This is an optimization exercise on Yosys and OpenROAD, whose aim is small area, a short achievable clock period and few clock cycles per item, not a production implementation. Function was checked by simulation only, so behaviour that the tests miss may differ from the original. Power is estimated from default activity; no workload was simulated.

==> flow/design.v, too long to show whole: its modules and the start of the top module <==
// module window: 450 lines
module window #(
    parameter Q_IN  = 15,
    parameter Q_COEFF = 15,
    parameter Q_OUT = 15,
    parameter N     = 256
)(
    input wire clk,
    input wire reset,
    input wire valid_in,
    input wire valid_packet,
    input wire signed [Q_IN:0] data_in,
    output reg valid_request,
    output reg valid_out,
    output reg signed [Q_OUT:0] data_out_0,
    output reg signed [Q_OUT:0] data_out_1
);
  // ...
==> flow/flow/run.sh <==
#!/bin/bash
# The standard layout (the standard.sh, unchanged synthesis), except that
# timing repair aims for 7 ns of setup slack at the 10 ns clock instead of
# stopping once the 10 ns clock is met, so the multiplier paths get sized
# for speed.  Each step's full output goes to its own log in this folder.
set -euo pipefail
bash standard.sh synth > synth.log 2>&1
bash standard.sh SETUP_SLACK_MARGIN=7 finish > layout.log 2>&1
==> flow/standard.sh <==
#!/bin/bash
# synth_recipe.tcl (not shown) runs the flow's synth.tcl, then flattens the netlist and writes it again
# the make line also repeats each setting of config.mk as NAME=value (left out here)
make -C /OpenROAD-flow-scripts/flow DESIGN_CONFIG=/design/flow/config.mk WORK_HOME=/design/flow/orfs CLKGATE_MAP_FILE= SYNTH_SCRIPT=/design/flow/synth_recipe.tcl "${@:-finish}"
==> flow/config.mk <==
export PLATFORM = sky130hd
export DESIGN_NAME = window
export DESIGN_NICKNAME = window
export VERILOG_FILES = /design/flow/design.v
export SDC_FILE = /design/flow/constraint.sdc
export NUM_CORES = 4
export LEC_CHECK = 0
export CAP_MARGIN = 20
export CORE_MARGIN = 2
export CORE_UTILIZATION = 65
export CTS_CLUSTER_DIAMETER = 100
export CTS_CLUSTER_SIZE = 20
export PLACE_DENSITY = 0.75
export SLEW_MARGIN = 20
==> flow/constraint.sdc <==
create_clock -name core_clock -period 10.0 [get_ports {clk}]
set_input_delay 2.0000 -clock core_clock [delete_from_list [all_inputs] [get_ports {clk}]]
set_output_delay 2.0000 -clock core_clock [all_outputs]
set_load 0.01 [all_outputs]
==> reports/qor.csv, run 1 <==
metric,value,unit
status,no timing/DRC/antenna violations,
"top cells by area, synth","dfxtp_1 (26%), fa_1 (13%), xnor2_1 (7.3%), ha_1 (6.6%), a221oi_1 (6.1%)",
Initial DRT Pass Iterations,8,
Clock Latency Late Sink,0.52,ns
most frequent cell after synthesis,dfxtp_1,
clock sinks,277,
largest net degree at the start of global routing,40,
DRT Wirelength,62000,microns
final-layout fill cell count,2373,
asr flop ratio synth,0,%
number of vias per cell,6.74,
global route overflow,0,
distinct cell type count of the synthesized netlist,78,
highest clock rate,325,MHz
hpwl dp,39000,microns
Sw Pwr,1.27,mW
clk slew on worst S/H paths,0.08,ns
worst slew pin tran,0.877,ns
hold_buf cts,0,
"commonest cells after routing, fill and taps aside","dfxtp_1 (215), inv_1 (171), xnor2_1 (169)",
ratio of cells with drive above 1 in the final layout,16.0,%
cell taking the most area after synthesis,dfxtp_1,
end of the critical path,high_a_1[5],
GR Util met1,46.3,%
Setup crit start,data_x[11],
# diodes,0,
starting density of the core,65.6,%
PD cells,149,nW/um^2
P_comb,1.35,mW
cell family with most CP delay,adder cells,
Die X,185,microns
Worst EP required,10.41,ns
CTS Root Cell,clkbuf_16,
multi-input gates,1692,
Synth top cells by count,"dfxtp_1 (277), clkbuf_1 (197), inv_1 (179)",
area grow syn2layout,13.3,%
Worst path depth,11,
Hold EP,data_x[15],
reg2reg start,data_x[11],
# rows,66,
core area,32400,sq um
CTS tree,done,
Testbench counts, summed over its fixed seeds: cycles 8,248, items 8,192.
==> inputs of run 2 (changes only) <==
--- a/flow/design.v
+++ b/flow/design.v
@@ -9,33 +9,34 @@
     input wire valid_in,
     input wire valid_packet,
     input wire signed [Q_IN:0] data_in,
     output reg valid_request,
     output reg valid_out,
     output reg signed [Q_OUT:0] data_out_0,
     output reg signed [Q_OUT:0] data_out_1
 );
-    reg [7:0]  counter;         
     reg        valid_data;
     reg [15:0] data;
     wire accept = valid_request & valid_in;
     reg        valid_x3;
     reg [15:0] data_x;          
     reg [17:0] data_x3;         
     wire [17:0] x3_sum = {{2{data[15]}}, data} + {data[15], data, 1'b0};
     reg [7:0]  index;           
     reg [14:0] coeff_0;         
     reg [14:0] coeff_1;         
     reg [7:0]  step_0;          
     reg [7:0]  step_1;          
     reg [2:0]  dd_0;            
     reg [2:0]  dd_1;            
     localparam [767:0] DD_0 = 768'h035daed7dbeed7dd7ddb5f76db6befbefbf5fb7beff7edf6fbedfedfeff7fbfff0dc6e371ffe3fe0603f38fe001c00391c8001e41e480413d024120a04224844a08308309061861929228b28b29249165965968b4994d24cb49969969969a499;
     localparam [767:0] DD_1 = 768'h00b4934cb4cb4cb49969268b4994cb2cb2ca49245945945244b0c30c2418418411281250211048242e482013c83c8001e0f000e001f9c7f0301ff1ffe3e1f0f86fffdfeff7fb7fb7df6fb7bfdf7edeef7df7df76db6beedafbafbb5f6fbb5dae;
+    wire last_sample = valid_data ? (valid_x3 ? index == 8'd253 : index == 8'd254)
+                                  : (valid_x3 ? index == 8'd254 : index == 8'd255);
     wire       load_coeff = reset || (valid_x3 && index == 8'd255);
     wire [7:0] index_step = index + {7'd0, valid_x3};    
     wire [14:0] coeff_next_0 = load_coeff ? 15'd2621 :
                                valid_x3 ? coeff_0 + {7'd0, step_0} : coeff_0;
     wire [14:0] coeff_next_1 = load_coeff ? 15'd32767 :
                                valid_x3 ? coeff_1 - {7'd0, step_1} : coeff_1;
     function [3:0] bmag(input [3:0] b);
         bmag = {~(b[3] ^ b[2]) & (b[1] ^ b[0]),
@@ -427,24 +428,22 @@
             step_1 <= step_1 - {{5{dd_1[2]}}, dd_1};
         end
         if (reset) begin
             valid_request <= 1'b0;
             valid_data    <= 1'b0;
             valid_x3      <= 1'b0;
             valid_tree    <= 1'b0;
             valid_out     <= 1'b0;
-            counter       <= 8'd0;
         end else begin
             valid_data <= accept;
             valid_x3   <= valid_data;
             valid_tree <= valid_x3;
             valid_out  <= valid_tree;
             if (accept) begin
-                counter <= counter + 8'd1;
-                if (counter == N-1)
+                if (last_sample)
                     valid_request <= 1'b0;
             end else if (!valid_request && valid_packet) begin
                 valid_request <= 1'b1;
             end
         end
     end
 endmodule
==> run 2 against run 1 <==
Clock power fell by 12%. Setup slack got worse by 0.060 ns. Maximum frequency fell by 1.9%. Via count rose by 0.77%. Worst hold slack got worse by 0.018 ns. Largest power group unchanged. Still clean. Critical path type unchanged. Register-to-register slack got worse by 0.06 ns. Combinational power fell by 14%. Cell count rose by 1.2%. Cell area rose by 0.12%. Area after synthesis fell by 0.17%. Clock skew rose by 0.0046 ns.
==> reports/qor.csv, run 2 <==
metric,value,unit,change
status,no timing/DRC/antenna violations,,
starting density of the core,65.6,%,about the same
core area,32300,sq um,-0.25%
most frequent cell after synthesis,dfxtp_1,,
asr flop ratio synth,0,%,unchanged
wire per inst,22.2,microns,
number of synthesized flops with an enable pin,0,,
Mapped Nets,2660,,
Die X,185,microns,about the same
DR DRC count,0,,
Peak supply drop,0.130,mV,
worst hold path class,reg2reg,,
Cells after Synth,2396,,
startpoint class of the critical path,register,,
area share of the largest cell type after synthesis,25.4,%,
# rows,66,,unchanged
Worst EP required,10.42,ns,about the same
final non-filler cell total,2807,,
first-pass GRT wire length,97500,microns,
Synth Flop Type,dfxtp_1,,
CP Capture Type,register,,
Critical Path AT,3.57,ns,
dpl cell area,21800,sq um,
max_cap viols,0,,
CTS tree,done,,
hold_buf cts,0,,unchanged
Top Registers,"high_a_0 (22), high_a_1 (22)",,
Mean Syn Cell Area,8.84,sq um,
global route overflow,0,,unchanged
ratio of cells with drive above 1 in the final layout,17.2,%,+1.2 points
largest net degree at the start of global routing,63,,+57%
CTS buffer count,17,,
GRT Util Overall,36.0,%,
vias,18800,,
Final Hold Viols,0,,
H-Tree Depth,1,,
die area,34100,sq um,
# diodes,0,,unchanged
CTS Buffer Depth,3,,
Clock Latency Late Sink,0.52,ns,about the same
area fraction in compound gates after synthesis,24.1,%,
WL met3,6780,microns,
CTS Root Cell,clkbuf_16,,
fin crit period,3.14,ns,
relative slew slack,50.6,%,
Final #Nets,2629,,
wire length on met2,27300,microns,
highest clock rate,318,MHz,-1.9%
cell taking the most area after synthesis,dfxtp_1,,
"leading cell type in the layout, fill and taps excluded",dfxtp_1,,
post-synthesis mux area share,1.62,%,
total negative slack,0,ns,
final-report max-slew violation count,0,,
clk slew on worst S/H paths,0.09,ns,about the same
RSZ-0062 raised after global routing,true,,
dpl cells,2702,,
Post-Synth Adder-Cell Area,19.3,%,
GPL Wtd Cong,0.933,,
worst slew pin tran,0.741,ns,-0.137 ns
Synth Warn #,1,,
clock sinks,269,,-2.9%
"top cells by area, synth","dfxtp_1 (25%), fa_1 (13%), xnor2_1 (7.8%), ha_1 (6.3%), a221oi_1 (6.0%)",,
sequential area share after synthesis,25.4,%,
XOR/XNOR Fraction of Synth Area,11.4,%,
antenna violations before repair,0,,
PD cells,135,nW/um^2,-9.8%
vias in the first global route,17900,,
Final setup viols,0,,
Synth top cells by count,"dfxtp_1 (269), clkbuf_1 (198), xnor2_1 (188)",,
Boundary Pins,54,,
post-route ant nets,0,,
"Max FO, Critical Path",4,,
hpwl dp,40000,microns,+2.6%
die height,185,microns,
Worst Setup Path Type,reg2reg,,
Post-Synth Simple-Gate Area,11.2,%,
"commonest cells after routing, fill and taps aside","dfxtp_1 (200), xnor2_1 (177), inv_1 (164)",,
Top Layer Used,met4,,
share of the clock period used by the worst path after layout,31.4,%,
distinct cell type count of the synthesized netlist,75,,-3.8%
met1 WL,25100,microns,
number of vias per cell,6.71,,-0.41%
largest family of logic cells by synthesized area,compound AO/OA/AOI/OAI gates,,
Synth Cell Area,21200,sq um,
number of DRC markers in iteration 0,2036,,
DRT Wirelength,62200,microns,+0.32%
post-synthesis register bit count,269,,
"Design Area, Final",24100,sq um,
P_leak,9.55,nW,
PortBufs,53,,
area grow syn2layout,13.7,%,
clock skew,0.0189,ns,
Initial DRT Pass Iterations,8,,unchanged
run 2: cell count changes in the layout (fill, tap and decap cells not counted), sizes merged, moves of 8 or more:
cell / before / now
mux2i: 12 / 31
buf: 124 / 142
a21o: 21 / 29
nand2: 136 / 148
o22ai: 3 / 13
dfxtp: 277 / 269
xnor2: 178 / 188
nor2: 108 / 134
a311oi: 3 / 13
run 2: per-stage QoR:
step	hold WS, ns	util (%)	power (mW)	worst slack, ns
after floorplan	0.334	-	2.17	6.84
after global placement	0.349	67.6	2.50	5.60
after detailed placement	0.353	67.6	2.55	5.52
after CTS	0.365	72.4	3.21	6.91
after global routing	0.367	74.6	3.45	6.77
final	0.362	74.6	3.24	6.86
run 2: kinds of logic after synthesis:
logic type,after synthesis
AO/OA/AOI/OAI,685
AND/OR/NAND/NOR,491
buffers and inverters,396
XOR/XNOR,277
flip-flops,269
adder cells (fa/ha/maj),244
multiplexers,34
run 2: path summary, 6_finish.rpt:
| kind | end | from | slack, ns | cells after the start |
|---|---|---|---|---|
| hold / removal | data_x[15] | data[15] | 0.36 | 0 |
| setup reg to reg | carry_1 | data_x[6] | 6.86 | 11 |
| setup / recovery | carry_1 | data_x[6] | 6.86 | 11 |
| hold reg to reg | data_x[15] | data[15] | 0.36 | 0 |
run 2: repair_timing:
item / CTS / global route
resized for setup: 325 / 109
setup endpoints to repair: 160 / 65
buffers inserted: 51 / 24
pin swaps: 32 / 37
gates cloned: 9 / 2
run 2: per-layer routing:
| metal | vias up | global-route usage (%) |
|---|---|---|
| li1 | 8453 | - |
| met1 | 8885 | 49.9 |
| met2 | 1223 | 55.1 |
| met3 | 285 | 6.76 |
| met4 | 0 | 15.4 |
| met5 | - | 0 |
run 2: cell type report:
class	count	area, sq um
clock inverters	2	25.0
well taps	442	553
repair buffers	168	1680
fillers	2313	8200
clock buffers	17	425
multi-input cells	1734	15200
flip-flops and latches	269	5520
inverters	175	673
run 2: critical path: stages, from the launching register on:
cell and delay [ns]:
dfxtp_4 0.37, buf_12 0.13, buf_6 0.11, a22o_1 0.20, a221oi_2 0.22, xor2_1 0.25, fa_1 0.50, fa_1 0.51
nand3b_1 0.19, a221oi_2 0.20, nand4_1 0.15, o22ai_2 0.21
run 2: where the power goes:
part           leakage (nW)  switching (mW)  internal [mW]
sequential             2.25           0.140           1.27
combinational          7.08           0.625          0.534
clock                 0.221           0.363          0.309
total                  9.55            1.13           2.11
Testbench counts of run 2, summed over its fixed seeds: cycles 8,248, items 8,192.

afterwards: timing with drivers on the ports:
In the flow no input, the clock included, has a driving cell. The finished layouts below were timed again as built, in two steps. Step 1 assumes that a clkbuf_16 drives the clock port and a buf_2 every other input. Step 2 also shifts input and output timing later by t, the mid clock arrival at the registers, as if the neighbouring blocks saw the same clock. a / b / c = ideal / step 1 / step 2; a / b = the first two.
run | t (ns) | slack for setup (ns) | clock arrival spread, ns
run 1 | 0.571 | 6.919 / 6.919 / 6.490 | 0.014 / 0.014
run 2 | 0.557 | 6.858 / 6.858 / 6.496 | 0.022 / 0.021
After both steps every run listed still meets setup and hold. For run 1, which loses most, drivers alone change the setup slack by 0.000 ns; drivers and shift together by -0.429 ns.
